Source: an optimization exercise on an open RTL-to-GDS flow (aim: small area, a short achievable clock period and few clock cycles per item). Production flows keep margins and buffers that such runs may drop. No run shown here included a check of the RTL's function; only the layout flow was run. Power is estimated from default activity; no workload was simulated.

==> flow/design.v, too long to show whole: its modules and the start of the top module <==
// module multserial: 1366 lines
// module benc: 6 lines
// module bneg: 3 lines
// module xnr: 3 lines
// module bsel: 3 lines
// module bseln: 3 lines
// module fa: 4 lines
// module fa1: 4 lines
// module ha: 4 lines
// module pnode: 4 lines
// module gnode: 3 lines
// module cpa: 378 lines
module multserial(input wire CLK,
                  input wire RST,
                  input wire MST,
                  input wire MSGN,
                  input wire [31:0] SRCA,
                  input wire [31:0] SRCB,
                  output wire [63:0] PROD,
                  output wire PRODV);
  // ...
==> flow/flow/run.sh <==
#!/bin/bash
set -e
export BUFFER_PORTS_ARGS="-buffer_cell sky130_fd_sc_hd__buf_2"
bash standard.sh finish > standard.log 2>&1
==> flow/standard.sh <==
#!/bin/bash
# synth_recipe.tcl (not shown) runs the flow's synth.tcl, then flattens the netlist and writes it again
# the make line also repeats each setting of config.mk as NAME=value (left out here)
make -C /OpenROAD-flow-scripts/flow DESIGN_CONFIG=/design/flow/config.mk WORK_HOME=/design/flow/orfs CLKGATE_MAP_FILE= SYNTH_SCRIPT=/design/flow/synth_recipe.tcl "${@:-finish}"
==> flow/config.mk <==
export PLATFORM = sky130hd
export DESIGN_NAME = multserial
export DESIGN_NICKNAME = multserial
export VERILOG_FILES = /design/flow/design.v
export SDC_FILE = /design/flow/constraint.sdc
export NUM_CORES = 4
export LEC_CHECK = 0
export CAP_MARGIN = 20
export CORE_MARGIN = 2
export CORE_UTILIZATION = 40
export PLACE_DENSITY = 0.7
export SLEW_MARGIN = 20
export SYNTH_HIERARCHICAL = 1
==> flow/constraint.sdc <==
create_clock -name core_clock -period 5.0 [get_ports {CLK}]
set_input_delay 1.0000 -clock core_clock [delete_from_list [all_inputs] [get_ports {CLK}]]
set_output_delay 1.0000 -clock core_clock [all_outputs]
set_load 0.01 [all_outputs]
==> results.yml, run 1 <==
run_status:
  status: "no timing/DRC/antenna violations"
global_route:
  grt_use_met3: 0.0802
  overflow: 0
power:
  p_sw_uw: 10000
  pwr-share-comb: 0.803
  power_uw: 21400
  p_leak_uw: 0.0125
  pg_clk_uw: 1250
  clkPwrFrac: 0.059
synth:
  synth_adder_area_share: 0.415
  synth_top_area_frac: 0.363
  synth_xor_area_frac: 0.200
  synth_edf_count: 121
  synthMostInstantiatedCell: "xnor2_1"
clock_network:
  cts_max_path_buffers: 2
  ctsResizeCount: 0
  post_cts_buffers: 0
  cts.clk_slew.worst_paths_ns: 0.06
  cts_sinks: 122
timing:
  post-route-period-util: 0.949
  fin_setup_tns_ns: 0
  holdWs_ns: 0.478
critical_path:
  cpMostUsedCell: "fa_1"
  cp-end-kind: "flop"
  slowest_delay_ns: 0.62
  cp.depth: 10
  path_buf_inv: 2
final_layout:
  syn_to_final_growth_pct: 18.5
  clock_area_frac: 0.0185
  largestRegisters: "s_q (64), c_q (56)"
  registers.top_by_ff_count: "s_q"
  n_all_buffers: 354
  antenna_cells: 4
  stdcell_area_sq_um: 31100
  final_util: 0.481
routing:
  wl_mm: 90.6
  met3WireLength_mm: 10.0
==> module benc, before the edit <==
module benc(input wire x2, input wire x1, input wire x0, output wire neg, output wire onen, output wire twon);
    wire d = x1 ^ x0;
    bneg u_neg (.x2(x2), .x1(x1), .x0(x0), .neg(neg));
    assign onen = ~d;
    assign twon = d | ~(x2 ^ x1);
endmodule
==> inputs of run 2 (changes only) <==
--- a/flow/design.v
+++ b/flow/design.v
@@ -1099,284 +1099,501 @@
     wire fs_424, fc_424;
     fa u_fa424 (.a(fs_264), .b(fc_365), .c(fs_366), .s(fs_424), .co(fc_424));
     wire fs_425, fc_425;
     fa u_fa425 (.a(fs_265), .b(fc_366), .c(fs_367), .s(fs_425), .co(fc_425));
     wire fs_426, fc_426;
     fa u_fa426 (.a(fc_367), .b(fs_267), .c(fs_368), .s(fs_426), .co(fc_426));
     wire fs_427, fc_427;
     fa u_fa427 (.a(fs_269), .b(fc_368), .c(fs_369), .s(fs_427), .co(fc_427));
+    wire hs_46, hc_46;
+    ha u_ha46 (.a(fs_271), .b(fc_369), .s(hs_46), .co(hc_46));
+    wire hs_47, hc_47;
+    ha u_ha47 (.a(fs_273), .b(fc_370), .s(hs_47), .co(hc_47));
+    wire hs_48, hc_48;
+    ha u_ha48 (.a(fs_275), .b(fc_371), .s(hs_48), .co(hc_48));
+    wire hs_49, hc_49;
+    ha u_ha49 (.a(fs_277), .b(fc_372), .s(hs_49), .co(hc_49));
+    wire hs_50, hc_50;
+    ha u_ha50 (.a(fc_373), .b(fs_279), .s(hs_50), .co(hc_50));
+    wire hs_51, hc_51;
+    ha u_ha51 (.a(fc_374), .b(fs_281), .s(hs_51), .co(hc_51));
+    wire hs_52, hc_52;
+    ha u_ha52 (.a(fs_283), .b(fc_375), .s(hs_52), .co(hc_52));
+    wire hs_53, hc_53;
+    ha u_ha53 (.a(fs_285), .b(fc_376), .s(hs_53), .co(hc_53));
+    wire hs_54, hc_54;
+    ha u_ha54 (.a(fs_287), .b(fc_377), .s(hs_54), .co(hc_54));
+    wire hs_55, hc_55;
+    ha u_ha55 (.a(fs_289), .b(fc_378), .s(hs_55), .co(hc_55));
+    wire hs_56, hc_56;
+    ha u_ha56 (.a(fs_291), .b(fc_379), .s(hs_56), .co(hc_56));
+    wire hs_57, hc_57;
+    ha u_ha57 (.a(fs_293), .b(fc_380), .s(hs_57), .co(hc_57));
+    wire hs_58, hc_58;
+    ha u_ha58 (.a(fs_295), .b(fc_381), .s(hs_58), .co(hc_58));
+    wire hs_59, hc_59;
+    ha u_ha59 (.a(fs_297), .b(fc_382), .s(hs_59), .co(hc_59));
+    wire hs_60, hc_60;
+    ha u_ha60 (.a(fc_383), .b(fs_299), .s(hs_60), .co(hc_60));
+    wire hs_61, hc_61;
+    ha u_ha61 (.a(fs_301), .b(fc_384), .s(hs_61), .co(hc_61));
+    wire hs_62, hc_62;
+    ha u_ha62 (.a(fs_303), .b(fc_385), .s(hs_62), .co(hc_62));
+    wire hs_63, hc_63;
+    ha u_ha63 (.a(fs_305), .b(fc_386), .s(hs_63), .co(hc_63));
+    wire hs_64, hc_64;
+    ha u_ha64 (.a(fs_307), .b(fc_387), .s(hs_64), .co(hc_64));
+    wire hs_65, hc_65;
+    ha u_ha65 (.a(fs_309), .b(fc_388), .s(hs_65), .co(hc_65));
+    wire hs_66, hc_66;
+    ha u_ha66 (.a(fs_311), .b(fc_389), .s(hs_66), .co(hc_66));
+    wire hs_67, hc_67;
+    ha u_ha67 (.a(fs_313), .b(fc_390), .s(hs_67), .co(hc_67));
+    wire hs_68, hc_68;
+    ha u_ha68 (.a(fs_315), .b(fc_391), .s(hs_68), .co(hc_68));
+    wire hs_69, hc_69;
+    ha u_ha69 (.a(fs_317), .b(fc_392), .s(hs_69), .co(hc_69));
+    wire hs_70, hc_70;
+    ha u_ha70 (.a(fs_319), .b(fc_393), .s(hs_70), .co(hc_70));
+    wire hs_71, hc_71;
+    ha u_ha71 (.a(fs_321), .b(fc_394), .s(hs_71), .co(hc_71));
+    wire hs_72, hc_72;
+    ha u_ha72 (.a(fs_323), .b(fc_395), .s(hs_72), .co(hc_72));
+    wire hs_73, hc_73;
+    ha u_ha73 (.a(fs_325), .b(fc_396), .s(hs_73), .co(hc_73));
+    wire hs_74, hc_74;
+    ha u_ha74 (.a(fs_327), .b(fc_397), .s(hs_74), .co(hc_74));
+    wire hs_75, hc_75;
+    ha u_ha75 (.a(fs_329), .b(fc_398), .s(hs_75), .co(hc_75));
+    wire hs_76, hc_76;
+    ha u_ha76 (.a(fs_331), .b(fc_399), .s(hs_76), .co(hc_76));
+    wire hs_77, hc_77;
+    ha u_ha77 (.a(fc_331), .b(fs_401), .s(hs_77), .co(hc_77));
+    wire hs_78, hc_78;
+    ha u_ha78 (.a(fs_335), .b(fc_401), .s(hs_78), .co(hc_78));
+    wire hs_79, hc_79;
+    ha u_ha79 (.a(fs_337), .b(fc_402), .s(hs_79), .co(hc_79));
+    wire hs_80, hc_80;
+    ha u_ha80 (.a(fs_339), .b(fc_403), .s(hs_80), .co(hc_80));
+    wire hs_81, hc_81;
+    ha u_ha81 (.a(fs_341), .b(fc_404), .s(hs_81), .co(hc_81));
+    wire hs_82, hc_82;
+    ha u_ha82 (.a(fs_343), .b(fc_405), .s(hs_82), .co(hc_82));
+    wire hs_83, hc_83;
+    ha u_ha83 (.a(fs_345), .b(fc_406), .s(hs_83), .co(hc_83));
+    wire hs_84, hc_84;
+    ha u_ha84 (.a(fs_347), .b(fc_407), .s(hs_84), .co(hc_84));
+    wire hs_85, hc_85;
+    ha u_ha85 (.a(fs_349), .b(fc_408), .s(hs_85), .co(hc_85));
+    wire hs_86, hc_86;
+    ha u_ha86 (.a(fc_349), .b(fs_410), .s(hs_86), .co(hc_86));
+    wire hs_87, hc_87;
+    ha u_ha87 (.a(fs_353), .b(fc_410), .s(hs_87), .co(hc_87));
+    wire hs_88, hc_88;
+    ha u_ha88 (.a(fs_355), .b(fc_411), .s(hs_88), .co(hc_88));
+    wire hs_89, hc_89;
+    ha u_ha89 (.a(fs_357), .b(fc_412), .s(hs_89), .co(hc_89));
+    wire hs_90, hc_90;
+    ha u_ha90 (.a(fs_359), .b(fc_413), .s(hs_90), .co(hc_90));
+    wire hs_91, hc_91;
+    ha u_ha91 (.a(fc_359), .b(fs_415), .s(hs_91), .co(hc_91));
+    wire hs_92, hc_92;
+    ha u_ha92 (.a(fc_361), .b(fc_415), .s(hs_92), .co(hc_92));
+    wire hs_93, hc_93;
+    ha u_ha93 (.a(fs_363), .b(fs_417), .s(hs_93), .co(hc_93));
+    wire hs_94, hc_94;
+    ha u_ha94 (.a(fc_363), .b(fs_418), .s(hs_94), .co(hc_94));
+    wire hs_95, hc_95;
+    ha u_ha95 (.a(ppn14_33), .b(fc_418), .s(hs_95), .co(hc_95));
+    wire hs_96, hc_96;
+    ha u_ha96 (.a(hs_43), .b(pp15[32]), .s(hs_96), .co(hc_96));
+    wire hs_97, hc_97;
+    ha u_ha97 (.a(hc_43), .b(ppt[31]), .s(hs_97), .co(hc_97));
+    wire hs_98, hc_98;
+    ha u_ha98 (.a(neg[0]), .b(pp0[0]), .s(hs_98), .co(hc_98));
+    wire hs_99, hc_99;
+    ha u_ha99 (.a(pp0[1]), .b(hc_98), .s(hs_99), .co(hc_99));
     wire fs_428, fc_428;
-    fa u_fa428 (.a(fs_271), .b(fc_369), .c(fs_370), .s(fs_428), .co(fc_428));
+    fa u_fa428 (.a(pp1[0]), .b(hs_44), .c(hc_99), .s(fs_428), .co(fc_428));
     wire fs_429, fc_429;
-    fa u_fa429 (.a(fs_273), .b(fc_370), .c(fs_371), .s(fs_429), .co(fc_429));
+    fa u_fa429 (.a(hc_44), .b(hs_45), .c(fc_428), .s(fs_429), .co(fc_429));
     wire fs_430, fc_430;
-    fa u_fa430 (.a(fs_275), .b(fc_371), .c(fs_372), .s(fs_430), .co(fc_430));
+    fa u_fa430 (.a(hc_45), .b(fs_420), .c(fc_429), .s(fs_430), .co(fc_430));
     wire fs_431, fc_431;
-    fa u_fa431 (.a(fs_277), .b(fc_372), .c(fs_373), .s(fs_431), .co(fc_431));
+    fa u_fa431 (.a(fc_420), .b(fs_421), .c(fc_430), .s(fs_431), .co(fc_431));
     wire fs_432, fc_432;
-    fa u_fa432 (.a(fc_373), .b(fs_279), .c(fs_374), .s(fs_432), .co(fc_432));
-    wire fs_433, fc_433;
-    fa u_fa433 (.a(fc_374), .b(fs_281), .c(fs_375), .s(fs_433), .co(fc_433));
-    wire fs_434, fc_434;
-    fa u_fa434 (.a(fs_283), .b(fc_375), .c(fs_376), .s(fs_434), .co(fc_434));
-    wire fs_435, fc_435;
-    fa u_fa435 (.a(fs_285), .b(fc_376), .c(fs_377), .s(fs_435), .co(fc_435));
-    wire fs_436, fc_436;
-    fa u_fa436 (.a(fs_287), .b(fc_377), .c(fs_378), .s(fs_436), .co(fc_436));
-    wire fs_437, fc_437;
-    fa u_fa437 (.a(fs_289), .b(fc_378), .c(fs_379), .s(fs_437), .co(fc_437));
-    wire fs_438, fc_438;
-    fa u_fa438 (.a(fs_291), .b(fc_379), .c(fs_380), .s(fs_438), .co(fc_438));
-    wire fs_439, fc_439;
-    fa u_fa439 (.a(fs_293), .b(fc_380), .c(fs_381), .s(fs_439), .co(fc_439));
-    wire fs_440, fc_440;
-    fa u_fa440 (.a(fs_295), .b(fc_381), .c(fs_382), .s(fs_440), .co(fc_440));
-    wire fs_441, fc_441;
-    fa u_fa441 (.a(fs_297), .b(fc_382), .c(fs_383), .s(fs_441), .co(fc_441));
-    wire fs_442, fc_442;
-    fa u_fa442 (.a(fc_383), .b(fs_299), .c(fs_384), .s(fs_442), .co(fc_442));
-    wire fs_443, fc_443;
-    fa u_fa443 (.a(fs_301), .b(fc_384), .c(fs_385), .s(fs_443), .co(fc_443));
-    wire fs_444, fc_444;
-    fa u_fa444 (.a(fs_303), .b(fc_385), .c(fs_386), .s(fs_444), .co(fc_444));
-    wire fs_445, fc_445;
-    fa u_fa445 (.a(fs_305), .b(fc_386), .c(fs_387), .s(fs_445), .co(fc_445));
-    wire fs_446, fc_446;
-    fa u_fa446 (.a(fs_307), .b(fc_387), .c(fs_388), .s(fs_446), .co(fc_446));
-    wire fs_447, fc_447;
-    fa u_fa447 (.a(fs_309), .b(fc_388), .c(fs_389), .s(fs_447), .co(fc_447));
-    wire fs_448, fc_448;
-    fa u_fa448 (.a(fs_311), .b(fc_389), .c(fs_390), .s(fs_448), .co(fc_448));
-    wire fs_449, fc_449;
-    fa u_fa449 (.a(fs_313), .b(fc_390), .c(fs_391), .s(fs_449), .co(fc_449));
-    wire fs_450, fc_450;
-    fa u_fa450 (.a(fs_315), .b(fc_391), .c(fs_392), .s(fs_450), .co(fc_450));
-    wire fs_451, fc_451;
-    fa u_fa451 (.a(fs_317), .b(fc_392), .c(fs_393), .s(fs_451), .co(fc_451));
-    wire fs_452, fc_452;
-    fa u_fa452 (.a(fs_319), .b(fc_393), .c(fs_394), .s(fs_452), .co(fc_452));
-    wire fs_453, fc_453;
-    fa u_fa453 (.a(fs_321), .b(fc_394), .c(fs_395), .s(fs_453), .co(fc_453));
-    wire fs_454, fc_454;
-    fa u_fa454 (.a(fs_323), .b(fc_395), .c(fs_396), .s(fs_454), .co(fc_454));
-    wire fs_455, fc_455;
-    fa u_fa455 (.a(fs_325), .b(fc_396), .c(fs_397), .s(fs_455), .co(fc_455));
-    wire fs_456, fc_456;
-    fa u_fa456 (.a(fs_327), .b(fc_397), .c(fs_398), .s(fs_456), .co(fc_456));
-    wire fs_457, fc_457;
-    fa u_fa457 (.a(fs_329), .b(fc_398), .c(fs_399), .s(fs_457), .co(fc_457));
-    wire fs_458, fc_458;
-    fa u_fa458 (.a(fs_331), .b(fc_399), .c(fs_400), .s(fs_458), .co(fc_458));
-    wire fs_459, fc_459;
-    fa u_fa459 (.a(fc_331), .b(fs_401), .c(fc_400), .s(fs_459), .co(fc_459));
-    wire fs_460, fc_460;
-    fa u_fa460 (.a(fs_335), .b(fc_401), .c(fs_402), .s(fs_460), .co(fc_460));
-    wire fs_461, fc_461;
-    fa u_fa461 (.a(fs_337), .b(fc_402), .c(fs_403), .s(fs_461), .co(fc_461));
-    wire fs_462, fc_462;
-    fa u_fa462 (.a(fs_339), .b(fc_403), .c(fs_404), .s(fs_462), .co(fc_462));
-    wire fs_463, fc_463;
-    fa u_fa463 (.a(fs_341), .b(fc_404), .c(fs_405), .s(fs_463), .co(fc_463));
-    wire fs_464, fc_464;
-    fa u_fa464 (.a(fs_343), .b(fc_405), .c(fs_406), .s(fs_464), .co(fc_464));
-    wire fs_465, fc_465;
-    fa u_fa465 (.a(fs_345), .b(fc_406), .c(fs_407), .s(fs_465), .co(fc_465));
-    wire fs_466, fc_466;
-    fa u_fa466 (.a(fs_347), .b(fc_407), .c(fs_408), .s(fs_466), .co(fc_466));
-    wire fs_467, fc_467;
-    fa u_fa467 (.a(fs_349), .b(fc_408), .c(fs_409), .s(fs_467), .co(fc_467));
-    wire fs_468, fc_468;
-    fa u_fa468 (.a(fc_349), .b(fs_410), .c(fc_409), .s(fs_468), .co(fc_468));
-    wire fs_469, fc_469;
-    fa u_fa469 (.a(fs_353), .b(fc_410), .c(fs_411), .s(fs_469), .co(fc_469));
-    wire fs_470, fc_470;
-    fa u_fa470 (.a(fs_355), .b(fc_411), .c(fs_412), .s(fs_470), .co(fc_470));
-    wire fs_471, fc_471;
-    fa u_fa471 (.a(fs_357), .b(fc_412), .c(fs_413), .s(fs_471), .co(fc_471));
-    wire fs_472, fc_472;
-    fa u_fa472 (.a(fs_359), .b(fc_413), .c(fs_414), .s(fs_472), .co(fc_472));
-    wire fs_473, fc_473;
-    fa u_fa473 (.a(fc_359), .b(fs_415), .c(fc_414), .s(fs_473), .co(fc_473));
-    wire fs_474, fc_474;
-    fa u_fa474 (.a(fc_361), .b(fc_415), .c(fs_416), .s(fs_474), .co(fc_474));
-    wire fs_475, fc_475;
-    fa u_fa475 (.a(fs_363), .b(fs_417), .c(fc_416), .s(fs_475), .co(fc_475));
-    wire fs_476, fc_476;
-    fa u_fa476 (.a(fc_363), .b(fs_418), .c(fc_417), .s(fs_476), .co(fc_476));
-    wire fs_477, fc_477;
-    fa u_fa477 (.a(ppn14_33), .b(fc_418), .c(fs_419), .s(fs_477), .co(fc_477));
-    wire fs_478, fc_478;
-    fa u_fa478 (.a(hs_43), .b(pp15[32]), .c(fc_419), .s(fs_478), .co(fc_478));
-    wire fs_479, fc_479;
-    fa u_fa479 (.a(hc_43), .b(ppt[31]), .c(ppn15_33), .s(fs_479), .co(fc_479));
-    wire hs_46, hc_46;
-    ha u_ha46 (.a(neg[0]), .b(pp0[0]), .s(hs_46), .co(hc_46));
-    wire hs_47, hc_47;
-    ha u_ha47 (.a(pp0[1]), .b(hc_46), .s(hs_47), .co(hc_47));
-    wire fs_480, fc_480;
-    fa u_fa480 (.a(pp1[0]), .b(hs_44), .c(hc_47), .s(fs_480), .co(fc_480));
-    wire fs_481, fc_481;
-    fa u_fa481 (.a(hc_44), .b(hs_45), .c(fc_480), .s(fs_481), .co(fc_481));
-    wire fs_482, fc_482;
-    fa u_fa482 (.a(hc_45), .b(fs_420), .c(fc_481), .s(fs_482), .co(fc_482));
-    wire fs_483, fc_483;
-    fa u_fa483 (.a(fc_420), .b(fs_421), .c(fc_482), .s(fs_483), .co(fc_483));
-    wire fs_484, fc_484;
-    fa u_fa484 (.a(fc_421), .b(fs_422), .c(fc_483), .s(fs_484), .co(fc_484));
-    wire fs_485, fc_485;
-    fa u_fa485 (.a(fc_422), .b(fs_423), .c(fc_484), .s(fs_485), .co(fc_485));
+    fa u_fa432 (.a(fc_421), .b(fs_422), .c(fc_431), .s(fs_432), .co(fc_432));
     wire [63:0] s_d;
-    wire [55:0] c_d;
-    wire ci_d = fc_485;
-    assign s_d[0] = hs_46;
-    assign s_d[1] = hs_47;
-    assign s_d[2] = fs_480;
-    assign s_d[3] = fs_481;
-    assign s_d[4] = fs_482;
-    assign s_d[5] = fs_483;
-    assign s_d[6] = fs_484;
-    assign s_d[7] = fs_485;
+    wire [56:0] c_d;
+    wire ci_d = fc_432;
+    assign s_d[0] = hs_98;
+    assign s_d[1] = hs_99;
+    assign s_d[2] = fs_428;
+    assign s_d[3] = fs_429;
+    assign s_d[4] = fs_430;
+    assign s_d[5] = fs_431;
+    assign s_d[6] = fs_432;
+    assign s_d[7] = fc_422;
     assign s_d[8] = fc_423;
     assign s_d[9] = fc_424;
     assign s_d[10] = fc_425;
     assign s_d[11] = fc_426;
-    assign s_d[12] = fc_427;
-    assign s_d[13] = fc_428;
-    assign s_d[14] = fc_429;
-    assign s_d[15] = fc_430;
-    assign s_d[16] = fc_431;
-    assign s_d[17] = fc_432;
-    assign s_d[18] = fc_433;
-    assign s_d[19] = fc_434;
-    assign s_d[20] = fc_435;
-    assign s_d[21] = fc_436;
-    assign s_d[22] = fc_437;
-    assign s_d[23] = fc_438;
-    assign s_d[24] = fc_439;
-    assign s_d[25] = fc_440;
-    assign s_d[26] = fc_441;
-    assign s_d[27] = fc_442;
-    assign s_d[28] = fc_443;
-    assign s_d[29] = fc_444;
-    assign s_d[30] = fc_445;
-    assign s_d[31] = fc_446;
-    assign s_d[32] = fc_447;
-    assign s_d[33] = fc_448;
-    assign s_d[34] = fc_449;
-    assign s_d[35] = fc_450;
-    assign s_d[36] = fc_451;
-    assign s_d[37] = fc_452;
-    assign s_d[38] = fc_453;
-    assign s_d[39] = fc_454;
-    assign s_d[40] = fc_455;
-    assign s_d[41] = fc_456;
-    assign s_d[42] = fc_457;
-    assign s_d[43] = fc_458;
-    assign s_d[44] = fs_460;
-    assign s_d[45] = fc_460;
-    assign s_d[46] = fc_461;
-    assign s_d[47] = fc_462;
-    assign s_d[48] = fc_463;
-    assign s_d[49] = fc_464;
-    assign s_d[50] = fc_465;
-    assign s_d[51] = fc_466;
-    assign s_d[52] = fc_467;
-    assign s_d[53] = fs_469;
-    assign s_d[54] = fc_469;
-    assign s_d[55] = fc_470;
-    assign s_d[56] = fc_471;
-    assign s_d[57] = fc_472;
-    assign s_d[58] = fs_474;
-    assign s_d[59] = fc_474;
-    assign s_d[60] = fs_476;
-    assign s_d[61] = fc_476;
-    assign s_d[62] = fc_477;
-    assign s_d[63] = fs_479;
-    assign c_d[0] = fs_424;
-    assign c_d[1] = fs_425;
-    assign c_d[2] = fs_426;
-    assign c_d[3] = fs_427;
-    assign c_d[4] = fs_428;
-    assign c_d[5] = fs_429;
-    assign c_d[6] = fs_430;
-    assign c_d[7] = fs_431;
-    assign c_d[8] = fs_432;
-    assign c_d[9] = fs_433;
-    assign c_d[10] = fs_434;
-    assign c_d[11] = fs_435;
-    assign c_d[12] = fs_436;
-    assign c_d[13] = fs_437;
-    assign c_d[14] = fs_438;
-    assign c_d[15] = fs_439;
-    assign c_d[16] = fs_440;
-    assign c_d[17] = fs_441;
-    assign c_d[18] = fs_442;
-    assign c_d[19] = fs_443;
-    assign c_d[20] = fs_444;
-    assign c_d[21] = fs_445;
-    assign c_d[22] = fs_446;
-    assign c_d[23] = fs_447;
-    assign c_d[24] = fs_448;
-    assign c_d[25] = fs_449;
-    assign c_d[26] = fs_450;
-    assign c_d[27] = fs_451;
-    assign c_d[28] = fs_452;
-    assign c_d[29] = fs_453;
-    assign c_d[30] = fs_454;
-    assign c_d[31] = fs_455;
-    assign c_d[32] = fs_456;
-    assign c_d[33] = fs_457;
-    assign c_d[34] = fs_458;
-    assign c_d[35] = fs_459;
-    assign c_d[36] = fc_459;
-    assign c_d[37] = fs_461;
-    assign c_d[38] = fs_462;
-    assign c_d[39] = fs_463;
-    assign c_d[40] = fs_464;
-    assign c_d[41] = fs_465;
-    assign c_d[42] = fs_466;
-    assign c_d[43] = fs_467;
-    assign c_d[44] = fs_468;
-    assign c_d[45] = fc_468;
-    assign c_d[46] = fs_470;
-    assign c_d[47] = fs_471;
-    assign c_d[48] = fs_472;
-    assign c_d[49] = fs_473;
-    assign c_d[50] = fc_473;
-    assign c_d[51] = fs_475;
-    assign c_d[52] = fc_475;
-    assign c_d[53] = fs_477;
-    assign c_d[54] = fs_478;
-    assign c_d[55] = fc_478;
+    assign s_d[12] = fs_370;
+    assign s_d[13] = hc_46;
+    assign s_d[14] = hc_47;
+    assign s_d[15] = fs_373;
+    assign s_d[16] = fs_374;
+    assign s_d[17] = hc_50;
+    assign s_d[18] = hc_51;
+    assign s_d[19] = hc_52;
+    assign s_d[20] = hc_53;
+    assign s_d[21] = fs_379;
+    assign s_d[22] = fs_380;
+    assign s_d[23] = fs_381;
+    assign s_d[24] = fs_382;
+    assign s_d[25] = fs_383;
+    assign s_d[26] = hc_59;
+    assign s_d[27] = hc_60;
+    assign s_d[28] = hc_61;
+    assign s_d[29] = hc_62;
+    assign s_d[30] = hc_63;
+    assign s_d[31] = fs_389;
+    assign s_d[32] = fs_390;
+    assign s_d[33] = fs_391;
+    assign s_d[34] = fs_392;
+    assign s_d[35] = fs_393;
+    assign s_d[36] = fs_394;
+    assign s_d[37] = fs_395;
+    assign s_d[38] = fs_396;
+    assign s_d[39] = fs_397;
+    assign s_d[40] = fs_398;
+    assign s_d[41] = fs_399;
+    assign s_d[42] = fs_400;
+    assign s_d[43] = fc_400;
+    assign s_d[44] = fs_402;
+    assign s_d[45] = fs_403;
+    assign s_d[46] = fs_404;
+    assign s_d[47] = fs_405;
+    assign s_d[48] = fs_406;
+    assign s_d[49] = fs_407;
+    assign s_d[50] = fs_408;
+    assign s_d[51] = fs_409;
+    assign s_d[52] = fc_409;
+    assign s_d[53] = fs_411;
+    assign s_d[54] = fs_412;
+    assign s_d[55] = fs_413;
+    assign s_d[56] = fs_414;
+    assign s_d[57] = fc_414;
+    assign s_d[58] = fs_416;
+    assign s_d[59] = fc_416;
+    assign s_d[60] = fc_417;
+    assign s_d[61] = fs_419;
+    assign s_d[62] = hs_96;
+    assign s_d[63] = ppn15_33;
+    assign c_d[0] = fs_423;
+    assign c_d[1] = fs_424;
+    assign c_d[2] = fs_425;
+    assign c_d[3] = fs_426;
+    assign c_d[4] = fs_427;
+    assign c_d[5] = hs_46;
+    assign c_d[6] = hs_47;
+    assign c_d[7] = fs_372;
+    assign c_d[8] = hc_48;
+    assign c_d[9] = hc_49;
+    assign c_d[10] = hs_51;
+    assign c_d[11] = fs_376;
+    assign c_d[12] = hs_53;
+    assign c_d[13] = fs_378;
+    assign c_d[14] = hc_54;
+    assign c_d[15] = hc_55;
+    assign c_d[16] = hc_56;
+    assign c_d[17] = hc_57;
+    assign c_d[18] = hc_58;
+    assign c_d[19] = fs_384;
+    assign c_d[20] = fs_385;
+    assign c_d[21] = fs_386;
+    assign c_d[22] = fs_387;
+    assign c_d[23] = fs_388;
+    assign c_d[24] = hc_64;
+    assign c_d[25] = hc_65;
+    assign c_d[26] = hc_66;
+    assign c_d[27] = hc_67;
+    assign c_d[28] = hc_68;
+    assign c_d[29] = hc_69;
+    assign c_d[30] = hc_70;
+    assign c_d[31] = hc_71;
+    assign c_d[32] = hc_72;
+    assign c_d[33] = hs_74;
+    assign c_d[34] = hc_74;
+    assign c_d[35] = hs_76;
+    assign c_d[36] = hs_77;
+    assign c_d[37] = hs_78;
+    assign c_d[38] = hs_79;
+    assign c_d[39] = hc_79;
+    assign c_d[40] = hc_80;
+    assign c_d[41] = hc_81;
+    assign c_d[42] = hc_82;
+    assign c_d[43] = hs_84;
+    assign c_d[44] = hc_84;
+    assign c_d[45] = hs_86;
+    assign c_d[46] = hs_87;
+    assign c_d[47] = hs_88;
+    assign c_d[48] = hc_88;
+    assign c_d[49] = hs_90;
+    assign c_d[50] = hs_91;
+    assign c_d[51] = hs_92;
+    assign c_d[52] = hs_93;
+    assign c_d[53] = hs_94;
+    assign c_d[54] = hs_95;
+    assign c_d[55] = fc_419;
+    assign c_d[56] = hs_97;
+    wire [51:0] t_d;
+    assign t_d[0] = fc_427;    
+    assign t_d[1] = fs_371;    
+    assign t_d[2] = hs_48;    
+    assign t_d[3] = hs_49;    
+    assign t_d[4] = hs_50;    
+    assign t_d[5] = fs_375;    
+    assign t_d[6] = hs_52;    
+    assign t_d[7] = fs_377;    
+    assign t_d[8] = hs_54;    
+    assign t_d[9] = hs_55;    
+    assign t_d[10] = hs_56;    
+    assign t_d[11] = hs_57;    
+    assign t_d[12] = hs_58;    
+    assign t_d[13] = hs_59;    
+    assign t_d[14] = hs_60;    
+    assign t_d[15] = hs_61;    
+    assign t_d[16] = hs_62;    
+    assign t_d[17] = hs_63;    
+    assign t_d[18] = hs_64;    
+    assign t_d[19] = hs_65;    
+    assign t_d[20] = hs_66;    
+    assign t_d[21] = hs_67;    
+    assign t_d[22] = hs_68;    
+    assign t_d[23] = hs_69;    
+    assign t_d[24] = hs_70;    
+    assign t_d[25] = hs_71;    
+    assign t_d[26] = hs_72;    
+    assign t_d[27] = hs_73;    
+    assign t_d[28] = hc_73;    
+    assign t_d[29] = hs_75;    
+    assign t_d[30] = hc_75;    
+    assign t_d[31] = hc_76;    
+    assign t_d[32] = hc_77;    
+    assign t_d[33] = hc_78;    
+    assign t_d[34] = hs_80;    
+    assign t_d[35] = hs_81;    
+    assign t_d[36] = hs_82;    
+    assign t_d[37] = hs_83;    
+    assign t_d[38] = hc_83;    
+    assign t_d[39] = hs_85;    
+    assign t_d[40] = hc_85;    
+    assign t_d[41] = hc_86;    
+    assign t_d[42] = hc_87;    
+    assign t_d[43] = hs_89;    
+    assign t_d[44] = hc_89;    
+    assign t_d[45] = hc_90;    
+    assign t_d[46] = hc_91;    
+    assign t_d[47] = hc_92;    
+    assign t_d[48] = hc_93;    
+    assign t_d[49] = hc_94;    
+    assign t_d[50] = hc_95;    
+    assign t_d[51] = hc_96;    
     reg [63:0] s_q;
-    reg [55:0] c_q;
+    reg [56:0] c_q;
+    reg [51:0] t_q;
     reg ci_q;
     reg prodv;
     always @(posedge CLK) begin
         if (RST) prodv <= 1'b0;
         else if (MST) prodv <= 1'b1;
         if (MST) begin
             s_q <= s_d;
             c_q <= c_d;
+            t_q <= t_d;
             ci_q <= ci_d;
         end
     end
-    assign PROD[7:0] = s_q[7:0];
-    cpa u_cpa (.x(s_q[63:8]), .y(c_q), .ci(ci_q), .s(PROD[63:8]));
+    assign PROD[6:0] = s_q[6:0];
+    wire [56:0] x_o, y_o;
+    assign x_o[0] = s_q[7];
+    assign y_o[0] = c_q[0];
+    assign x_o[1] = s_q[8];
+    assign y_o[1] = c_q[1];
+    assign x_o[2] = s_q[9];
+    assign y_o[2] = c_q[2];
+    assign x_o[3] = s_q[10];
+    assign y_o[3] = c_q[3];
+    assign x_o[4] = s_q[11];
+    assign y_o[4] = c_q[4];
+    wire oc_12;
+    fa u_ofa12 (.a(s_q[12]), .b(c_q[5]), .c(t_q[0]), .s(x_o[5]), .co(oc_12));
+    assign y_o[6] = oc_12;
+    wire oc_13;
+    fa u_ofa13 (.a(s_q[13]), .b(c_q[6]), .c(t_q[1]), .s(x_o[6]), .co(oc_13));
+    assign y_o[7] = oc_13;
+    wire oc_14;
+    fa u_ofa14 (.a(s_q[14]), .b(c_q[7]), .c(t_q[2]), .s(x_o[7]), .co(oc_14));
+    assign y_o[8] = oc_14;
+    wire oc_15;
+    fa u_ofa15 (.a(s_q[15]), .b(c_q[8]), .c(t_q[3]), .s(x_o[8]), .co(oc_15));
+    assign y_o[9] = oc_15;
+    wire oc_16;
+    fa u_ofa16 (.a(s_q[16]), .b(c_q[9]), .c(t_q[4]), .s(x_o[9]), .co(oc_16));
+    assign y_o[10] = oc_16;
+    wire oc_17;
+    fa u_ofa17 (.a(s_q[17]), .b(c_q[10]), .c(t_q[5]), .s(x_o[10]), .co(oc_17));
+    assign y_o[11] = oc_17;
+    wire oc_18;
+    fa u_ofa18 (.a(s_q[18]), .b(c_q[11]), .c(t_q[6]), .s(x_o[11]), .co(oc_18));
+    assign y_o[12] = oc_18;
+    wire oc_19;
+    fa u_ofa19 (.a(s_q[19]), .b(c_q[12]), .c(t_q[7]), .s(x_o[12]), .co(oc_19));
+    assign y_o[13] = oc_19;
+    wire oc_20;
+    fa u_ofa20 (.a(s_q[20]), .b(c_q[13]), .c(t_q[8]), .s(x_o[13]), .co(oc_20));
+    assign y_o[14] = oc_20;
+    wire oc_21;
+    fa u_ofa21 (.a(s_q[21]), .b(c_q[14]), .c(t_q[9]), .s(x_o[14]), .co(oc_21));
+    assign y_o[15] = oc_21;
+    wire oc_22;
+    fa u_ofa22 (.a(s_q[22]), .b(c_q[15]), .c(t_q[10]), .s(x_o[15]), .co(oc_22));
+    assign y_o[16] = oc_22;
+    wire oc_23;
+    fa u_ofa23 (.a(s_q[23]), .b(c_q[16]), .c(t_q[11]), .s(x_o[16]), .co(oc_23));
+    assign y_o[17] = oc_23;
+    wire oc_24;
+    fa u_ofa24 (.a(s_q[24]), .b(c_q[17]), .c(t_q[12]), .s(x_o[17]), .co(oc_24));
+    assign y_o[18] = oc_24;
+    wire oc_25;
+    fa u_ofa25 (.a(s_q[25]), .b(c_q[18]), .c(t_q[13]), .s(x_o[18]), .co(oc_25));
+    assign y_o[19] = oc_25;
+    wire oc_26;
+    fa u_ofa26 (.a(s_q[26]), .b(c_q[19]), .c(t_q[14]), .s(x_o[19]), .co(oc_26));
+    assign y_o[20] = oc_26;
+    wire oc_27;
+    fa u_ofa27 (.a(s_q[27]), .b(c_q[20]), .c(t_q[15]), .s(x_o[20]), .co(oc_27));
+    assign y_o[21] = oc_27;
+    wire oc_28;
+    fa u_ofa28 (.a(s_q[28]), .b(c_q[21]), .c(t_q[16]), .s(x_o[21]), .co(oc_28));
+    assign y_o[22] = oc_28;
+    wire oc_29;
+    fa u_ofa29 (.a(s_q[29]), .b(c_q[22]), .c(t_q[17]), .s(x_o[22]), .co(oc_29));
+    assign y_o[23] = oc_29;
+    wire oc_30;
+    fa u_ofa30 (.a(s_q[30]), .b(c_q[23]), .c(t_q[18]), .s(x_o[23]), .co(oc_30));
+    assign y_o[24] = oc_30;
+    wire oc_31;
+    fa u_ofa31 (.a(s_q[31]), .b(c_q[24]), .c(t_q[19]), .s(x_o[24]), .co(oc_31));
+    assign y_o[25] = oc_31;
+    wire oc_32;
+    fa u_ofa32 (.a(s_q[32]), .b(c_q[25]), .c(t_q[20]), .s(x_o[25]), .co(oc_32));
+    assign y_o[26] = oc_32;
+    wire oc_33;
+    fa u_ofa33 (.a(s_q[33]), .b(c_q[26]), .c(t_q[21]), .s(x_o[26]), .co(oc_33));
+    assign y_o[27] = oc_33;
+    wire oc_34;
+    fa u_ofa34 (.a(s_q[34]), .b(c_q[27]), .c(t_q[22]), .s(x_o[27]), .co(oc_34));
+    assign y_o[28] = oc_34;
+    wire oc_35;
+    fa u_ofa35 (.a(s_q[35]), .b(c_q[28]), .c(t_q[23]), .s(x_o[28]), .co(oc_35));
+    assign y_o[29] = oc_35;
+    wire oc_36;
+    fa u_ofa36 (.a(s_q[36]), .b(c_q[29]), .c(t_q[24]), .s(x_o[29]), .co(oc_36));
+    assign y_o[30] = oc_36;
+    wire oc_37;
+    fa u_ofa37 (.a(s_q[37]), .b(c_q[30]), .c(t_q[25]), .s(x_o[30]), .co(oc_37));
+    assign y_o[31] = oc_37;
+    wire oc_38;
+    fa u_ofa38 (.a(s_q[38]), .b(c_q[31]), .c(t_q[26]), .s(x_o[31]), .co(oc_38));
+    assign y_o[32] = oc_38;
+    wire oc_39;
+    fa u_ofa39 (.a(s_q[39]), .b(c_q[32]), .c(t_q[27]), .s(x_o[32]), .co(oc_39));
+    assign y_o[33] = oc_39;
+    wire oc_40;
+    fa u_ofa40 (.a(s_q[40]), .b(c_q[33]), .c(t_q[28]), .s(x_o[33]), .co(oc_40));
+    assign y_o[34] = oc_40;
+    wire oc_41;
+    fa u_ofa41 (.a(s_q[41]), .b(c_q[34]), .c(t_q[29]), .s(x_o[34]), .co(oc_41));
+    assign y_o[35] = oc_41;
+    wire oc_42;
+    fa u_ofa42 (.a(s_q[42]), .b(c_q[35]), .c(t_q[30]), .s(x_o[35]), .co(oc_42));
+    assign y_o[36] = oc_42;
+    wire oc_43;
+    fa u_ofa43 (.a(s_q[43]), .b(c_q[36]), .c(t_q[31]), .s(x_o[36]), .co(oc_43));
+    assign y_o[37] = oc_43;
+    wire oc_44;
+    fa u_ofa44 (.a(s_q[44]), .b(c_q[37]), .c(t_q[32]), .s(x_o[37]), .co(oc_44));
+    assign y_o[38] = oc_44;
+    wire oc_45;
+    fa u_ofa45 (.a(s_q[45]), .b(c_q[38]), .c(t_q[33]), .s(x_o[38]), .co(oc_45));
+    assign y_o[39] = oc_45;
+    wire oc_46;
+    fa u_ofa46 (.a(s_q[46]), .b(c_q[39]), .c(t_q[34]), .s(x_o[39]), .co(oc_46));
+    assign y_o[40] = oc_46;
+    wire oc_47;
+    fa u_ofa47 (.a(s_q[47]), .b(c_q[40]), .c(t_q[35]), .s(x_o[40]), .co(oc_47));
+    assign y_o[41] = oc_47;
+    wire oc_48;
+    fa u_ofa48 (.a(s_q[48]), .b(c_q[41]), .c(t_q[36]), .s(x_o[41]), .co(oc_48));
+    assign y_o[42] = oc_48;
+    wire oc_49;
+    fa u_ofa49 (.a(s_q[49]), .b(c_q[42]), .c(t_q[37]), .s(x_o[42]), .co(oc_49));
+    assign y_o[43] = oc_49;
+    wire oc_50;
+    fa u_ofa50 (.a(s_q[50]), .b(c_q[43]), .c(t_q[38]), .s(x_o[43]), .co(oc_50));
+    assign y_o[44] = oc_50;
+    wire oc_51;
+    fa u_ofa51 (.a(s_q[51]), .b(c_q[44]), .c(t_q[39]), .s(x_o[44]), .co(oc_51));
+    assign y_o[45] = oc_51;
+    wire oc_52;
+    fa u_ofa52 (.a(s_q[52]), .b(c_q[45]), .c(t_q[40]), .s(x_o[45]), .co(oc_52));
+    assign y_o[46] = oc_52;
+    wire oc_53;
+    fa u_ofa53 (.a(s_q[53]), .b(c_q[46]), .c(t_q[41]), .s(x_o[46]), .co(oc_53));
+    assign y_o[47] = oc_53;
+    wire oc_54;
+    fa u_ofa54 (.a(s_q[54]), .b(c_q[47]), .c(t_q[42]), .s(x_o[47]), .co(oc_54));
+    assign y_o[48] = oc_54;
+    wire oc_55;
+    fa u_ofa55 (.a(s_q[55]), .b(c_q[48]), .c(t_q[43]), .s(x_o[48]), .co(oc_55));
+    assign y_o[49] = oc_55;
+    wire oc_56;
+    fa u_ofa56 (.a(s_q[56]), .b(c_q[49]), .c(t_q[44]), .s(x_o[49]), .co(oc_56));
+    assign y_o[50] = oc_56;
+    wire oc_57;
+    fa u_ofa57 (.a(s_q[57]), .b(c_q[50]), .c(t_q[45]), .s(x_o[50]), .co(oc_57));
+    assign y_o[51] = oc_57;
+    wire oc_58;
+    fa u_ofa58 (.a(s_q[58]), .b(c_q[51]), .c(t_q[46]), .s(x_o[51]), .co(oc_58));
+    assign y_o[52] = oc_58;
+    wire oc_59;
+    fa u_ofa59 (.a(s_q[59]), .b(c_q[52]), .c(t_q[47]), .s(x_o[52]), .co(oc_59));
+    assign y_o[53] = oc_59;
+    wire oc_60;
+    fa u_ofa60 (.a(s_q[60]), .b(c_q[53]), .c(t_q[48]), .s(x_o[53]), .co(oc_60));
+    assign y_o[54] = oc_60;
+    wire oc_61;
+    fa u_ofa61 (.a(s_q[61]), .b(c_q[54]), .c(t_q[49]), .s(x_o[54]), .co(oc_61));
+    assign y_o[55] = oc_61;
+    wire oc_62;
+    fa u_ofa62 (.a(s_q[62]), .b(c_q[55]), .c(t_q[50]), .s(x_o[55]), .co(oc_62));
+    assign y_o[56] = oc_62;
+    wire oc_63;
+    fa u_ofa63 (.a(s_q[63]), .b(c_q[56]), .c(t_q[51]), .s(x_o[56]), .co(oc_63));
+    assign y_o[5] = 1'b0;
+    cpa u_cpa (.x(x_o), .y(y_o), .ci(ci_q), .s(PROD[63:7]));
     assign PRODV = prodv;
 endmodule
 module benc(input wire x2, input wire x1, input wire x0, output wire neg, output wire onen, output wire twon);
-    wire d = x1 ^ x0;
-    bneg u_neg (.x2(x2), .x1(x1), .x0(x0), .neg(neg));
-    assign onen = ~d;
-    assign twon = d | ~(x2 ^ x1);
-endmodule
-module bneg(input wire x2, input wire x1, input wire x0, output wire neg);
     assign neg = x2 & ~(x1 & x0);
+    assign onen = ~(x1 ^ x0);
+    assign twon = ~((x2 & ~x1 & ~x0) | (~x2 & x1 & x0));
 endmodule
 module xnr(input wire a, input wire b, output wire y);
     assign y = ~(a ^ b);
 endmodule
 module bsel(input wire onen, input wire twon, input wire xn1, input wire xn2, output wire pp);
     assign pp = ~((onen | xn1) & (twon | xn2));
 endmodule
 module bseln(input wire onen, input wire twon, input wire xn1, input wire xn2, output wire ppn);
@@ -1396,19 +1613,19 @@
 endmodule
 module pnode(input wire gh, input wire ph, input wire gl, input wire pl, output wire g, output wire p);
     assign g = gh | (ph & gl);
     assign p = ph & pl;
 endmodule
 module gnode(input wire gh, input wire ph, input wire gl, output wire g);
     assign g = gh | (ph & gl);
 endmodule
-module cpa(input wire [55:0] x, input wire [55:0] y, input wire ci, output wire [55:0] s);
-    wire [55:0] p, g;
-    ha u_pg [55:0] (.a(x), .b(y), .s(p), .co(g));
+module cpa(input wire [56:0] x, input wire [56:0] y, input wire ci, output wire [56:0] s);
+    wire [56:0] p, g;
+    ha u_pg [56:0] (.a(x), .b(y), .s(p), .co(g));
     wire s1_1_g;
     gnode n_s1_1 (.gh(g[0]), .ph(p[0]), .gl(ci), .g(s1_1_g));
     wire s1_3_g, s1_3_p;
     pnode n_s1_3 (.gh(g[2]), .ph(p[2]), .gl(g[1]), .pl(p[1]), .g(s1_3_g), .p(s1_3_p));
     wire s1_5_g, s1_5_p;
     pnode n_s1_5 (.gh(g[4]), .ph(p[4]), .gl(g[3]), .pl(p[3]), .g(s1_5_g), .p(s1_5_p));
     wire s1_7_g, s1_7_p;
     pnode n_s1_7 (.gh(g[6]), .ph(p[6]), .gl(g[5]), .pl(p[5]), .g(s1_7_g), .p(s1_7_p));
@@ -1455,16 +1672,18 @@
     wire s1_49_g, s1_49_p;
     pnode n_s1_49 (.gh(g[48]), .ph(p[48]), .gl(g[47]), .pl(p[47]), .g(s1_49_g), .p(s1_49_p));
     wire s1_51_g, s1_51_p;
     pnode n_s1_51 (.gh(g[50]), .ph(p[50]), .gl(g[49]), .pl(p[49]), .g(s1_51_g), .p(s1_51_p));
     wire s1_53_g, s1_53_p;
     pnode n_s1_53 (.gh(g[52]), .ph(p[52]), .gl(g[51]), .pl(p[51]), .g(s1_53_g), .p(s1_53_p));
     wire s1_55_g, s1_55_p;
     pnode n_s1_55 (.gh(g[54]), .ph(p[54]), .gl(g[53]), .pl(p[53]), .g(s1_55_g), .p(s1_55_p));
+    wire s1_57_g, s1_57_p;
+    pnode n_s1_57 (.gh(g[56]), .ph(p[56]), .gl(g[55]), .pl(p[55]), .g(s1_57_g), .p(s1_57_p));
     wire s2_2_g;
     gnode n_s2_2 (.gh(g[1]), .ph(p[1]), .gl(s1_1_g), .g(s2_2_g));
     wire s2_3_g;
     gnode n_s2_3 (.gh(s1_3_g), .ph(s1_3_p), .gl(s1_1_g), .g(s2_3_g));
     wire s2_6_g, s2_6_p;
     pnode n_s2_6 (.gh(g[5]), .ph(p[5]), .gl(s1_5_g), .pl(s1_5_p), .g(s2_6_g), .p(s2_6_p));
     wire s2_7_g, s2_7_p;
     pnode n_s2_7 (.gh(s1_7_g), .ph(s1_7_p), .gl(s1_5_g), .pl(s1_5_p), .g(s2_7_g), .p(s2_7_p));
@@ -1617,16 +1836,18 @@
     wire s8_45_g, s8_45_p;
     pnode n_s8_45 (.gh(s4_45_g), .ph(s4_45_p), .gl(s4_39_g), .pl(s4_39_p), .g(s8_45_g), .p(s8_45_p));
     wire s8_46_g, s8_46_p;
     pnode n_s8_46 (.gh(s4_46_g), .ph(s4_46_p), .gl(s4_39_g), .pl(s4_39_p), .g(s8_46_g), .p(s8_46_p));
     wire s8_47_g, s8_47_p;
     pnode n_s8_47 (.gh(s4_47_g), .ph(s4_47_p), .gl(s4_39_g), .pl(s4_39_p), .g(s8_47_g), .p(s8_47_p));
     wire s8_56_g, s8_56_p;
     pnode n_s8_56 (.gh(g[55]), .ph(p[55]), .gl(s4_55_g), .pl(s4_55_p), .g(s8_56_g), .p(s8_56_p));
+    wire s8_57_g, s8_57_p;
+    pnode n_s8_57 (.gh(s1_57_g), .ph(s1_57_p), .gl(s4_55_g), .pl(s4_55_p), .g(s8_57_g), .p(s8_57_p));
     wire s16_16_g;
     gnode n_s16_16 (.gh(g[15]), .ph(p[15]), .gl(s8_15_g), .g(s16_16_g));
     wire s16_17_g;
     gnode n_s16_17 (.gh(s1_17_g), .ph(s1_17_p), .gl(s8_15_g), .g(s16_17_g));
     wire s16_18_g;
     gnode n_s16_18 (.gh(s2_18_g), .ph(s2_18_p), .gl(s8_15_g), .g(s16_18_g));
     wire s16_19_g;
     gnode n_s16_19 (.gh(s2_19_g), .ph(s2_19_p), .gl(s8_15_g), .g(s16_19_g));
@@ -1667,16 +1888,18 @@
     wire s16_53_g, s16_53_p;
     pnode n_s16_53 (.gh(s4_53_g), .ph(s4_53_p), .gl(s8_47_g), .pl(s8_47_p), .g(s16_53_g), .p(s16_53_p));
     wire s16_54_g, s16_54_p;
     pnode n_s16_54 (.gh(s4_54_g), .ph(s4_54_p), .gl(s8_47_g), .pl(s8_47_p), .g(s16_54_g), .p(s16_54_p));
     wire s16_55_g, s16_55_p;
     pnode n_s16_55 (.gh(s4_55_g), .ph(s4_55_p), .gl(s8_47_g), .pl(s8_47_p), .g(s16_55_g), .p(s16_55_p));
     wire s16_56_g, s16_56_p;
     pnode n_s16_56 (.gh(s8_56_g), .ph(s8_56_p), .gl(s8_47_g), .pl(s8_47_p), .g(s16_56_g), .p(s16_56_p));
+    wire s16_57_g, s16_57_p;
+    pnode n_s16_57 (.gh(s8_57_g), .ph(s8_57_p), .gl(s8_47_g), .pl(s8_47_p), .g(s16_57_g), .p(s16_57_p));
     wire s32_32_g;
     gnode n_s32_32 (.gh(g[31]), .ph(p[31]), .gl(s16_31_g), .g(s32_32_g));
     wire s32_33_g;
     gnode n_s32_33 (.gh(s1_33_g), .ph(s1_33_p), .gl(s16_31_g), .g(s32_33_g));
     wire s32_34_g;
     gnode n_s32_34 (.gh(s2_34_g), .ph(s2_34_p), .gl(s16_31_g), .g(s32_34_g));
     wire s32_35_g;
     gnode n_s32_35 (.gh(s2_35_g), .ph(s2_35_p), .gl(s16_31_g), .g(s32_35_g));
@@ -1717,16 +1940,18 @@
     wire s32_53_g;
     gnode n_s32_53 (.gh(s16_53_g), .ph(s16_53_p), .gl(s16_31_g), .g(s32_53_g));
     wire s32_54_g;
     gnode n_s32_54 (.gh(s16_54_g), .ph(s16_54_p), .gl(s16_31_g), .g(s32_54_g));
     wire s32_55_g;
     gnode n_s32_55 (.gh(s16_55_g), .ph(s16_55_p), .gl(s16_31_g), .g(s32_55_g));
     wire s32_56_g;
     gnode n_s32_56 (.gh(s16_56_g), .ph(s16_56_p), .gl(s16_31_g), .g(s32_56_g));
+    wire s32_57_g;
+    gnode n_s32_57 (.gh(s16_57_g), .ph(s16_57_p), .gl(s16_31_g), .g(s32_57_g));
     assign s[0] = p[0] ^ ci;
     assign s[1] = p[1] ^ s1_1_g;
     assign s[2] = p[2] ^ s2_2_g;
     assign s[3] = p[3] ^ s2_3_g;
     assign s[4] = p[4] ^ s4_4_g;
     assign s[5] = p[5] ^ s4_5_g;
     assign s[6] = p[6] ^ s4_6_g;
     assign s[7] = p[7] ^ s4_7_g;
@@ -1773,9 +1998,10 @@
     assign s[48] = p[48] ^ s32_48_g;
     assign s[49] = p[49] ^ s32_49_g;
     assign s[50] = p[50] ^ s32_50_g;
     assign s[51] = p[51] ^ s32_51_g;
     assign s[52] = p[52] ^ s32_52_g;
     assign s[53] = p[53] ^ s32_53_g;
     assign s[54] = p[54] ^ s32_54_g;
     assign s[55] = p[55] ^ s32_55_g;
+    assign s[56] = p[56] ^ s32_56_g;
 endmodule
==> results.yml, run 2 <==
timing:
  worst_pin_slew_ns: 0.702
  skew_ns: 0
  post-route-period-util: 0.954
  hold_viol_final: 0
  final-setup-viol-count: 0
  rsz0062_at_grt: "false"
  setup_slack_ns: 0.229
  period_needed_ns: 4.77
  final_max_slew_viol_count: 0
  holdWs_ns: 0.482
  relSlewSlack: 0.532
  fmax_mhz: 210
synth:
  synth_area_sq_um: 28600
  yosys_most_used_dff: "edfxtp_1"
  yosys.area.top_type: "fa_1"
  async_flop_share: 0
  syn_area_per_cell_sq_um: 11.9
  muxShareOfSynthArea: 0
  synth_adder_area_share: 0.409
  yosys-top-cells-area: "fa_1 33%, edfxtp_1 18%, xnor2_1 16%"
  synth_top_area_frac: 0.331
  syn-num-nets: 3129
  yosysWarnings: 7
  synth_cells: 2409
  synth_compound_area_frac: 0.167
  synth_seq_cells: 175
  synth_edf_count: 174
  synth.distinct_cells: 25
  synth_xor_area_frac: 0.179
  synth_common_cells: "528 x o22ai_1, 528 x xnor2_1, 474 x fa_1"
  synth-simple-area-share: 0.0483
  synth_top_family_by_area: "adder cells"
  yosysSeqAreaShare: 0.183
critical_path:
  crit_path_start_kind: "flop"
  critPathMaxFanout: 26
  worst_ep_arrival_time_ns: 3.77
  required_ns: 4.00
  setup.worst_path.class: "flop to primary output"
  cp-end-kind: "primary output"
routing:
  drt_iter0_drc: 2633
  firstDrtPassIters: 6
  wl_per_cell_um: 24.9
  drc: 0
  via_per_inst: 6.04
  num_vias: 22179
  wl_mm: 91.6
  antenna_violating_nets_post_route: 0
final_layout:
  final_common_cell: "o22ai_1"
  fin_nets: 3431
  largestRegisters: "s_q (64), c_q (57), t_q (52)"
  final_cell_mix: "522 x o22ai_1, 514 x xnor2_1, 471 x fa_1"
  antenna_cells: 0
  layout.cells.non_filler: 3674
  registers.top_by_ff_count: "s_q"
  drive_gt1_frac: 0.157
  syn_to_final_growth_pct: 15.0
  largest_reg_flops: 64
clock_network:
  cts_root_buf: "clkbuf_16"
  cts.clk_slew.worst_paths_ns: 0.08
  postCtsHoldBufs: 0
  cts_buffers: 17
  htreeDepth: 4
  cts_max_path_buffers: 2
  clk_latency_ns: 0.50
  cts_sinks: 175
  cts_tree: "yes"
floorplan:
  initial_core_util: 0.402
  rows: 98
  ioPinCount: 133
  die_x_um: 272
  die-area_sq_um: 73700
  die_h_um: 272
  core-area_sq_um: 71200
placed_design:
  pre_cts_slack_ns: 0.0167
  dp_cells: 3642
  dp_hpwl_mm: 72.1
  gp_congestion: 0.986
  portBuffers: 132
global_route:
  grt_pass1_wl_mm: 140
  overflow: 0
  grt_pass1_vias: 22606
  grt_max_degree: 116
  antenna_found_initial: 3
  grt_usage: 0.252
power:
  p_leak_uw: 0.0132
  power_uw: 25900
  vdd_drop_max_v: 0.000526
  powerDensity_nw_per_um2: 787
flow_run:
  maxCapViolCount: 0
run_status:
  status: "no timing/DRC/antenna violations"
min_path:
  hold_path_class: "flop to flop"
run 2: cell types whose count changed in the layout (fill, tap and decap cells not counted), moves of 18 or more:
cell	delta
fa_2	-37
buf_12	-18
fa_1	+36
edfxtp_1	+53
ha_1	+64
buf_4	-40
run 2: final timing paths:
kind	from	end	slack, ns	cells past startpoint
min	prodv	prodv	0.48	1
max reg2reg	prodv	prodv	4.39	1
min reg2reg	prodv	prodv	0.48	1
max	s_q[17]	PROD[45]	0.23	11
run 2: what timing repair did:
action | in CTS | in global routing
resized for setup | 0 | 1
setup buffers | 0 | 0
endpoints found under the setup margin | 0 | 8
run 2: cells by family after synthesis:
group                      after synthesis
DFF                                    175
other                                    1
xor gates and xnor gates               585
adders and majority gates              652
buffers and inverters                   90
AOI/OAI and AO/OA                      719
and+or+nand+nor                        187
run 2: where the power goes:
part / leakage [uW] / internal (uW) / total [uW] / switching [uW]
combinational: 0.0112 / 9420 / 20900 / 11500
clock: 0.000271 / 702 / 1390 / 687
sequential: 0.00170 / 3260 / 3630 / 365
total: 0.0132 / 13400 / 25900 / 12500
run 2: area by class of cell:
| type | instances | area [sq um] |
|---|---|---|
| clock buffer | 18 | 429 |
| clock inverter | 14 | 149 |
| fill | 6471 | 38300 |
| inverter | 76 | 285 |
| multi-input combinational | 2144 | 23300 |
| sequential | 175 | 5250 |
| tap | 950 | 1190 |
| timing repair buffer | 297 | 2330 |
run 2: critical path, stage by stage (launching register included):
cell      delay, ns
edfxtp_1       0.42
fa_1           0.53
ha_1           0.35
and2_1         0.18
a21o_1         0.23
a21o_1         0.20
a21o_1         0.27
a21o_1         0.21
buf_4          0.23
a21o_1         0.22
xor2_1         0.21
buf_2          0.17
run 2: layer usage:
metal	track usage	vias to the layer above	share of wire
li1	-	9534	-
met1	0.350	11051	0.41
met2	0.368	1398	0.43
met3	0.0653	190	0.11
met4	0.116	6	0.046
met5	0	-	0.00037
run 2: metrics by stage:
stage	utilization	cell area, sq um	TNS (ns)
finish	0.462	32900	0
global route	0.462	32900	0
CTS	0.462	32900	0
detailed placement	0.454	32300	0
global placement	0.454	32300	0
floorplan	-	28900	-0.623
run 2: per-module statistics from Yosys (local to each module, per instance), a selection:
| module | times used | area, sq um | cells inside |
|---|---|---|---|
| fa | 474 | 20.0 | 1 |
| benc | 15 | 50.0 | 6 |
| bsel | 528 | 6.26 | 1 |
| gnode | 56 | 7.51 | 1 |
| cpa | 1 | 499 | 57 |
| pnode | 103 | 13.8 | 2 |

[port drivers added, routing unchanged]
The flow's constraints put no driver on any port. The routed layouts listed below were extracted and timed again, unchanged, in two steps.
Step 1 (the two cells are an assumption about what drives the block):
set clk [get_ports {CLK}]
set_driving_cell -lib_cell sky130_fd_sc_hd__clkbuf_16 $clk
set_driving_cell -lib_cell sky130_fd_sc_hd__buf_2 [delete_from_list [all_inputs] $clk]
Step 2 times the ports against the registers' clock, not the clock port: input delays grow and output delays shrink by t, the midpoint of the rising clock arrivals with the driver on.
Slacks: ideal ports / drivers / drivers and shift; pairs: ideal ports / drivers.
run | t (ns) | slack for setup (ns) | hold slack, ns | worst setup path after step 2
run 1 | 0.534 | 0.255 / 0.288 / -0.245 | 0.478 / 0.478 / 0.478 | input to register
run 2 | 0.563 | 0.229 / 0.167 / -0.056 | 0.482 / 0.482 / 0.482 | input to register
Met with ideal ports but missed after step 2: setup timing in run 1 and run 2. The setup slack of run 1, which loses most, moves by +0.033 ns with the drivers and by -0.500 ns with both steps.
